What follows belongs to an exercise in optimizing a design on an open flow for small area; a production flow would make more cautious choices. At most, simulation tests tie the RTL to the original design; equivalence was not proved. Power figures rest on the tool's default switching activity, not on a simulated workload.

==> inputs of 10-24 <==
==> flow/design.v (excerpt) <==
module dMemBase(addr, clk, enable, dataIn, readwrite, reset, dataOut);
==> module dm_aoi222, before the edit <==
module dm_aoi222(input a1, a2, b1, b2, c1, c2, output y);
	assign y = ~((a1 & a2) | (b1 & b2) | (c1 & c2));
endmodule
==> module dm_aoi22, before the edit <==
module dm_aoi22(input a1, a2, b1, b2, output y);
	assign y = ~((a1 & a2) | (b1 & b2));
endmodule
==> module dm_nand4, before the edit <==
module dm_nand4(input a, b, c, d, output y);
	assign y = ~(a & b & c & d);
endmodule
==> module dm_nand3, before the edit <==
module dm_nand3(input a, b, c, output y);
	assign y = ~(a & b & c);
endmodule
==> module dm_nand2, before the edit <==
module dm_nand2(input a, b, output y);
	assign y = ~(a & b);
endmodule
==> module dm_or3, before the edit <==
module dm_or3(input a, b, c, output y);
	assign y = a | b | c;
endmodule
==> module dm_nor2, before the edit <==
module dm_nor2(input a, b, output y);
	assign y = ~(a | b);
endmodule
==> module dm_ctrl, before the edit <==
module dm_ctrl(
	input [6:0] addr,
	input enable, readwrite, reset,
	output [63:0] rn,     
	output [63:0] wn,     
	output [15:0] rs,     
	output hold,          
	output [15:0] rw      
);
	wire [1:0] k = addr[1:0];
	wire [4:0] R = addr[6:2];
	wire rd_ok = enable & ~readwrite & ~reset;
	wire wr = enable & readwrite;
	assign hold = ~rd_ok;
	genvar c, i;
	generate
		for (c = 0; c < 4; c = c + 1) begin : col
			wire [4:0] row = R + {4'd0, (c < k)};
			for (i = 0; i < 4; i = i + 1) begin : p2
				wire p = (row[1:0] == i);
				assign rn[16*c + i] = ~p;
				assign wn[16*c + i] = ~((p & wr) | reset);
			end
			for (i = 0; i < 8; i = i + 1) begin : p3
				wire p = (row[4:2] == i);
				assign rn[16*c + 4 + i] = ~p;
				assign wn[16*c + 4 + i] = ~(p | reset);
			end
			for (i = 0; i < 4; i = i + 1) begin : rot
				assign rs[4*i + c] = rd_ok & (((k + i) & 2'd3) == c);
				assign rw[4*c + i] = ~reset & (((c - k) & 2'd3) == i);
			end
		end
	endgenerate
endmodule
==> module dMemBase, before the edit <==
module dMemBase(addr, clk, enable, dataIn, readwrite, reset, dataOut);
input [31:0] addr;
input clk, enable, readwrite, reset;
input [31:0] dataIn;
output reg [31:0] dataOut;
wire [63:0] rn, wn;
wire [15:0] rs, rw;
wire hold;
dm_ctrl u_ctrl(.addr(addr[6:0]), .enable(enable), .readwrite(readwrite), .reset(reset),
	.rn(rn), .wn(wn), .rs(rs), .hold(hold), .rw(rw));
wire [1023:0] storage;
wire [127:0] sel, we;
wire [31:0] wd;
wire [31:0] colb;
wire [31:0] dnext;
genvar r, c, b, t;
generate
	for (r = 0; r < 32; r = r + 1) begin : rsel
		for (c = 0; c < 4; c = c + 1) begin : cs
			dm_nor2 u_s(.a(rn[16*c + (r % 4)]), .b(rn[16*c + 4 + (r / 4)]), .y(sel[4*r + c]));
			dm_nor2 u_w(.a(wn[16*c + (r % 4)]), .b(wn[16*c + 4 + (r / 4)]), .y(we[4*r + c]));
		end
	end
	for (c = 0; c < 4; c = c + 1) begin : wdc
		for (b = 0; b < 8; b = b + 1) begin : wdb
			wire x, z;
			dm_aoi222 u_a(.a1(rw[4*c+0]), .a2(dataIn[b]), .b1(rw[4*c+1]), .b2(dataIn[8+b]),
				.c1(rw[4*c+2]), .c2(dataIn[16+b]), .y(x));
			dm_nand2 u_n(.a(rw[4*c+3]), .b(dataIn[24+b]), .y(z));
			dm_nand2 u_o(.a(x), .b(z), .y(wd[8*c+b]));
		end
	end
	for (r = 0; r < 128; r = r + 1) begin : loc
		reg [7:0] q;
		always @(posedge clk) begin
			if (we[r]) q <= wd[8*(r % 4) +: 8];
		end
		assign storage[8*r +: 8] = q;
	end
	for (c = 0; c < 4; c = c + 1) begin : rdc
		for (b = 0; b < 8; b = b + 1) begin : rdb
			wire [10:0] x;
			wire [2:0] y;
			for (t = 0; t < 10; t = t + 1) begin : g3
				dm_aoi222 u_a(
					.a1(sel[4*(3*t+0)+c]), .a2(storage[8*(4*(3*t+0)+c)+b]),
					.b1(sel[4*(3*t+1)+c]), .b2(storage[8*(4*(3*t+1)+c)+b]),
					.c1(sel[4*(3*t+2)+c]), .c2(storage[8*(4*(3*t+2)+c)+b]), .y(x[t]));
			end
			dm_aoi22 u_l(.a1(sel[4*30+c]), .a2(storage[8*(4*30+c)+b]),
				.b1(sel[4*31+c]), .b2(storage[8*(4*31+c)+b]), .y(x[10]));
			dm_nand4 u_y0(.a(x[0]), .b(x[1]), .c(x[2]), .d(x[3]), .y(y[0]));
			dm_nand4 u_y1(.a(x[4]), .b(x[5]), .c(x[6]), .d(x[7]), .y(y[1]));
			dm_nand3 u_y2(.a(x[8]), .b(x[9]), .c(x[10]), .y(y[2]));
			dm_or3 u_c(.a(y[0]), .b(y[1]), .c(y[2]), .y(colb[8*c+b]));
		end
	end
	for (t = 0; t < 4; t = t + 1) begin : lane
		for (b = 0; b < 8; b = b + 1) begin : lb
			wire x, z;
			dm_aoi222 u_a(.a1(rs[4*t+0]), .a2(colb[b]), .b1(rs[4*t+1]), .b2(colb[8+b]),
				.c1(rs[4*t+2]), .c2(colb[16+b]), .y(x));
			dm_aoi22 u_b(.a1(rs[4*t+3]), .a2(colb[24+b]), .b1(hold), .b2(dataOut[8*t+b]), .y(z));
			dm_nand2 u_o(.a(x), .b(z), .y(dnext[8*t+b]));
		end
	end
endgenerate
always @(posedge clk) dataOut <= dnext;
endmodule
export LEC_CHECK = 0
export ABC_AREA = 1
export CAP_MARGIN = 40
export CORE_MARGIN = 2
export CORE_UTILIZATION = 40
export SLEW_MARGIN = 40
export SYNTH_HIERARCHICAL = 1
create_clock -name core_clock -period 10.0 [get_ports {clk}]
standard.sh (not shown) runs the stock make flow with config.mk's settings and CLKGATE_MAP_FILE= SYNTH_SCRIPT=/design/flow/synth_recipe.tcl, a recipe that flattens the netlist after the stock synthesis.
==> flow/flow/run.sh <==
#!/bin/bash
# Own layout flow: the standard flow, with
#  - synthesis mapped by abc with an area-oriented script (flow/area.abc),
#  - CTS with small clock buffers and no dummy loads.
set -euo pipefail
W=$(pwd)
export OWN_WORK=$W
export OWN_ABC_SCRIPT=$W/flow/area.abc
CTS="-sink_clustering_enable -repair_clock_nets -dont_use_dummy_load -buf_list {sky130_fd_sc_hd__clkbuf_4 sky130_fd_sc_hd__clkbuf_8}"
bash standard.sh SYNTH_SCRIPT=$W/flow/synth.tcl "CTS_ARGS=$CTS" finish > $W/standard.log 2>&1
==> flow/flow/area.abc <==
strash
dch
amap
topo
stime -c
==> flow/flow/synth.tcl <==
# The standard synthesis (synth_recipe.tcl), with the abc mapping step
# run with an area-oriented script (amap) in place of ORFS's.
proc abc {args} {
  set i [lsearch -exact $args -script]
  if { $i >= 0 } { lset args [expr { $i + 1 }] $::env(OWN_ABC_SCRIPT) }
  yosys abc {*}$args
}
source $::env(OWN_WORK)/synth_recipe.tcl
==> 03-26 (differences from 10-24) <==
==> flow/design.v (replaced) <==
module dMemBase(addr, clk, enable, dataIn, readwrite, reset, dataOut);
input [31:0] addr;
input clk, enable, readwrite, reset;
input [31:0] dataIn;
output reg [31:0] dataOut;
wire [4:0] R = addr[6:2];
wire [1:0] k = addr[1:0];
wire rd = enable && !readwrite;
wire wr = enable && readwrite;
wire [31:0] dec;
genvar g, c;
generate
	for (g = 0; g < 32; g = g + 1) begin : rdec
		assign dec[g] = (R == g);
	end
endgenerate
wire [3:0] hi;
assign hi[0] = (k == 2'd0);
assign hi[1] = (k <= 2'd1);
assign hi[2] = (k <= 2'd2);
assign hi[3] = 1'b1;
wire [127:0] hit;
wire [127:0] we;
wire [31:0] decw = ({32{wr}} & dec) | {32{reset}};
wire [3:0] hiw = hi | {4{reset}};
wire [3:0] low = ~hi | {4{reset}};
generate
	for (g = 0; g < 32; g = g + 1) begin : hrow
		for (c = 0; c < 4; c = c + 1) begin : hcol
			assign hit[4*g+c] = (dec[g] & hi[c]) | (dec[(g+31)%32] & ~hi[c]);
			assign we[4*g+c]  = (decw[g] & hiw[c]) | (decw[(g+31)%32] & low[c]);
		end
	end
endgenerate
wire [7:0] lane [0:3];
assign lane[0] = dataIn[7:0];
assign lane[1] = dataIn[15:8];
assign lane[2] = dataIn[23:16];
assign lane[3] = dataIn[31:24];
wire [7:0] wd [0:3];
generate
	for (c = 0; c < 4; c = c + 1) begin : wcol
		assign wd[c] = reset ? 8'd0 : lane[(c - k) & 2'd3];
	end
endgenerate
wire [1023:0] storage;
generate
	for (g = 0; g < 128; g = g + 1) begin : loc
		reg [7:0] q;
		always @(posedge clk) begin
			if (we[g]) q <= wd[g % 4];
		end
		assign storage[8*g +: 8] = q;
	end
endgenerate
reg [7:0] col [0:3];
integer r, cc;
always @(*) begin
	for (cc = 0; cc < 4; cc = cc + 1) begin
		col[cc] = 8'd0;
		for (r = 0; r < 32; r = r + 1)
			col[cc] = col[cc] | (storage[8*(4*r+cc) +: 8] & {8{hit[4*r+cc]}});
	end
end
wire [31:0] rdata = {col[(k+2'd3)&2'd3], col[(k+2'd2)&2'd3], col[(k+2'd1)&2'd3], col[k]};
always @(posedge clk) begin
	if (!reset && rd) dataOut <= rdata;
end
endmodule
==> flow/run.sh (new file) <==
#!/bin/bash
# synth_recipe.tcl (not shown) runs the flow's synth.tcl, then flattens the netlist and writes it again
# the make line also repeats each setting of config.mk as NAME=value (left out here)
make -C /OpenROAD-flow-scripts/flow DESIGN_CONFIG=/design/flow/config.mk WORK_HOME=/design/flow/orfs CLKGATE_MAP_FILE= SYNTH_SCRIPT=/design/flow/synth_recipe.tcl finish
SYNTH_HIERARCHICAL = unset   (was 1)
removed: flow/flow/run.sh
removed: flow/flow/area.abc
removed: flow/flow/synth.tcl
removed: flow/standard.sh
==> qor summary <==
                                                                      10-24                  03-26
Status                                             timing/DRC/antenna clean  timing/DRC/antenna clean
Buffers, non-clock                                                      108                    157
Total met3 wirelength after detailed routing                       12600 um               21500 um
Die height                                                           316 um                 336 um
Detailed Routing Iterations Pass 1                                       10                      6
Combinational power                                              0.000882 W              0.00117 W
Met1 routed wirelength after detailed routing                      41300 um               59400 um
Post-route non-filler standard cell count                              3737                   5666
Capture point of the worst reg-to-reg path               dataOut[9]$_DFF_P_  dataOut[18]$_DFFE_PP_
Routed via count                                                      23700                  32700
Number of multi-input combinational cells in the layout                1079                   2616
Tightest Pin Transition                                            0.861 ns               0.909 ns
Logic depth of the worst register-to-register path                        5                      8
H-tree level count                                                        4                      3
Power per cell area                                             214 nW/um^2            208 nW/um^2
Global routing usage on met2                                          29.1%                  39.0%
Signal buffers share of area                                          2.25%                  2.79%
Total clock network power                                         0.00287 W              0.00384 W
Full die area                                                   99700 sq um           113000 sq um
Top achievable clock speed                                          157 MHz                166 MHz
Layout Cell Area excl Fill                                      43700 sq um            51000 sq um
Utilization after layout                                              45.3%                  46.8%
Cell count along the critical path                                       13                      8
FF/Latch Area                                                   31400 sq um            31700 sq um
Function not checked in 10-24: the RTL went through the layout flow alone.

-- what the ideal ports hide --
Ports are ideal in the flow. The routed layouts listed here were re-timed in OpenROAD. Step 1: set_driving_cell puts a clkbuf_16 on clk and a buf_2 on each other input, an assumption about the parent block. Step 2 also shifts input and output timing later by t, the mid clock arrival at the registers, as if the neighbouring blocks saw the same clock. Slacks: ideal / step 1 / step 2; pairs: ideal / step 1.
run | t, ns | setup WS [ns] | hold slack, ns | clock arrival spread, ns | worst data-port slew with drivers (ns)
10-24 | 0.837 | 3.616 / 3.652 / 2.816 | 0.484 / 0.484 / 0.484 | 0.069 / 0.069 | 0.14
03-26 | 0.758 | 3.973 / 3.991 / 3.233 | 0.999 / 0.999 / 0.999 | 0.027 / 0.027 | 0.17
After both steps every run listed still meets setup and hold. For 10-24, which loses most, drivers alone change the setup slack by +0.036 ns; drivers and shift together by -0.800 ns.
